What follows belongs to an exercise in optimizing a design on an open flow for small area; a production flow would make more cautious choices.
In this exercise RTL edits were held to simulation tests only and were not proved equivalent to the original.
No activity file was given, so power comes from the tool's default toggle rates.

## build 85
==> flow/design.v <==
module uart_tx(
    input clock, reset, result, compute,
    input [2:0] imgID,
    input [9:0] accuracy,
    input [8:0] bbx1, bby1, bbx2, bby2,
    output tx, txComplete
);
reg go, done, txo;
reg [4:0] cc;       
reg [3:0] sl;       
reg [9:0] bc;       
reg [9:0] n;        
reg [3:0] d;        
reg [8:0] w1, w2, w3, w4;
wire term = bc[9] & bc[8] & bc[6] & bc[5] & bc[1] & bc[0];    
wire isH = (cc == 5) | (cc == 10) | (cc == 14) | (cc == 18) | (cc == 22);
wire isT = (cc == 6) | (cc == 11) | (cc == 15) | (cc == 19) | (cc == 23);
wire isO = (cc == 8) | (cc == 12) | (cc == 16) | (cc == 20) | (cc == 24);
wire [9:0] cst = isH ? 10'd100 : isT ? 10'd10 : 10'd1;
wire [10:0] diff = {1'b0, n} - {1'b0, cst};
wire ge = ~diff[10];
reg [7:0] msg;
always @* begin
    case (cc)
        0, 25:  msg = 8'h23;
        1:      msg = {5'b00110, imgID};
        3:      msg = {7'b0011000, result};
        7:      msg = 8'h2e;
        26:     msg = 8'h0a;
        2, 4, 9, 13, 17, 21: msg = 8'h2d;
        default: msg = {4'b0011, d};
    endcase
end
reg bitval;
always @* begin
    case (sl)
        0, 10:  bitval = 1'b1;
        1:      bitval = 1'b0;
        default: bitval = msg[sl[2:0] - 3'd2];
    endcase
end
reg [8:0] wsel;
always @* begin
    case (cc[3:2])
        2'b10: wsel = w1;
        2'b11: wsel = w2;
        2'b00: wsel = w3;
        default: wsel = w4;
    endcase
end
always @(posedge clock) begin
    if (reset) begin
        go <= 1'b0; done <= 1'b0; txo <= 1'b0;
        cc <= 5'd0; sl <= 4'd0; bc <= 10'd434;
    end else if (!go) begin
        if (compute) begin
            cc <= cc + 5'd1;
            if (cc == 5'd1)  n  <= accuracy;
            if (cc == 5'd6)  w1 <= bbx1;
            if (cc == 5'd11) w2 <= bby1;
            if (cc == 5'd16) w3 <= bbx2;
            if (cc == 5'd21) w4 <= bby2;
            if (cc == 5'd27) begin go <= 1'b1; cc <= 5'd0; end
        end
    end else if (!done) begin
        if (term) begin
            if (sl == 4'd10) begin
                sl <= 4'd0; cc <= cc + 5'd1; bc <= 10'd434;
            end else begin
                sl <= sl + 4'd1; bc <= 10'd0;
            end
            if (sl == 4'd9 && cc == 5'd26) done <= 1'b1;
        end else begin
            bc <= bc + 10'd1;
            txo <= bitval;
        end
        if (sl == 4'd10) begin
            d <= 4'd0;
            if (isO) n <= {1'b0, wsel};
        end else if (sl == 4'd0 && (isH | isT | isO) && ge) begin
            n <= diff[9:0];
            d <= (d == 4'd9) ? 4'd0 : d + 4'd1;
        end
    end
end
assign tx = txo;
assign txComplete = done;
endmodule
==> flow/config.mk <==
export PLATFORM = sky130hd
export DESIGN_NAME = uart_tx
export DESIGN_NICKNAME = uart_tx
export VERILOG_FILES = /design/flow/design.v
export SDC_FILE = /design/flow/constraint.sdc
export NUM_CORES = 4
export LEC_CHECK = 0
export ABC_AREA = 1
export CAP_MARGIN = 20
export CORE_MARGIN = 2
export CORE_UTILIZATION = 85
export SLEW_MARGIN = 20
==> flow/constraint.sdc <==
create_clock -name core_clock -period 10.0 [get_ports {clock}]
set_input_delay 2.0000 -clock core_clock [delete_from_list [all_inputs] [get_ports {clock}]]
set_output_delay 2.0000 -clock core_clock [all_outputs]
set_load 0.01 [all_outputs]
standard.sh (not shown) runs the stock make flow with config.mk's settings and CLKGATE_MAP_FILE= SYNTH_SCRIPT=/design/flow/synth_recipe.tcl, a recipe that flattens the netlist after the stock synthesis.
==> flow/flow/run.sh <==
#!/bin/bash
# Standard layout with the smallest port buffers and a lighter clock tree.
export BUFFER_PORTS_ARGS="-buffer_cell sky130_fd_sc_hd__buf_1"
export CTS_ARGS="-sink_clustering_enable -repair_clock_nets -sink_clustering_size 30 -sink_clustering_max_diameter 100 -buf_list sky130_fd_sc_hd__clkbuf_4 -dont_use_dummy_load"
bash standard.sh > standard.log 2>&1
In summary, build 85 completed successfully, with a layout that passed the timing, DRC and antenna checks.
Here is what was changed in the inputs of build 94 compared with build 85.
- swapping 85 for 70 in CORE_UTILIZATION
- clearing ABC_AREA, which used to be 1
==> flow/flow/run.sh <==
#!/bin/bash
# Standard layout, but with the smallest buffer on the ports.
export BUFFER_PORTS_ARGS="-buffer_cell sky130_fd_sc_hd__buf_1"
bash standard.sh > standard.log 2>&1
Across build 94 and build 85, none had a timing, DRC or antenna violation.
For the cell count, build 94 came in 78 lower than build 85 did.
Termination of the worst setup path = n[7]: build 85; termination of the worst setup path = n[8]: build 94
Total vias in the final route delta for build 94 relative to build 85: 698 lower
In the metrics for build 94 and build 85, the one carrying the lower power after layout is build 85.
Synthesized area per cell in build 94 is about 23% higher than in build 85
Build 85 → build 94: flip-flop and latch count after synthesis flat, clock skew down 0.023 ns, internal power up about 17%.
Row detailed-route wire length: build 94 lower / build 85 higher
Compared with build 85, build 94 shows number of buffers other than clock buffers in the final layout that has gone up by a few percent.
For build 41, these inputs were changed with respect to build 94:
- swapping 70 for 40 in CORE_UTILIZATION
==> flow/run.sh (new file) <==
#!/bin/bash
# synth_recipe.tcl (not shown) runs the flow's synth.tcl, then flattens the netlist and writes it again
# the make line also repeats each setting of config.mk as NAME=value (left out here)
make -C /OpenROAD-flow-scripts/flow DESIGN_CONFIG=/design/flow/config.mk WORK_HOME=/design/flow/orfs CLKGATE_MAP_FILE= SYNTH_SCRIPT=/design/flow/synth_recipe.tcl finish
removed: flow/flow/run.sh
removed: flow/standard.sh
Comparing build 41 against build 94, there is no change at all in cts-stage hold buffer count.
[build 41] met1 usage fell 16 points relative to build 94
When the final numbers for build 94 and build 41 were put side by side, the ratio of total power to cell area turned out to be smaller in build 41.
Looking at part of the cycle the worst path needs, build 41 sits 0.30 points lower than build 94 does.
Compared with build 94, wire length in build 41 increased slightly.
Taking build 94 as the reference, in build 41 post-route clock skew now larger, cell area now larger.
Summary of build 41 over build 94: mux cell area share after synthesis held steady, power consumption grew by 0.037 mW.

## port drivers added, routing unchanged
In the flow no input, the clock included, has a driving cell. The finished layouts below were timed again as built, in two steps.
Step 1 sets driving cells, clkbuf_16 on the clock port and buf_2 on the other inputs (assumed; they add their load-dependent delay and slew).
Step 2 also shifts input and output timing later by t, the mid clock arrival at the registers, as if the neighbouring blocks saw the same clock.
Slacks: no drivers / after step 1 / after step 2; pairs: no drivers / after step 1.
| run | t (ns) | setup WS [ns] | hold slack, ns |
|---|---|---|---|
| build 85 | 0.444 | 6.232 / 6.232 / 6.224 | 0.527 / 0.527 / 0.527 |
| build 94 | 0.376 | 5.285 / 5.285 / 5.285 | 0.498 / 0.498 / 0.498 |
| build 41 | 0.392 | 5.315 / 5.315 / 5.315 | 0.501 / 0.501 / 0.501 |
After both steps every run listed still meets setup and hold. For build 85, which loses most, drivers alone change the setup slack by 0.000 ns; drivers and shift together by -0.008 ns.
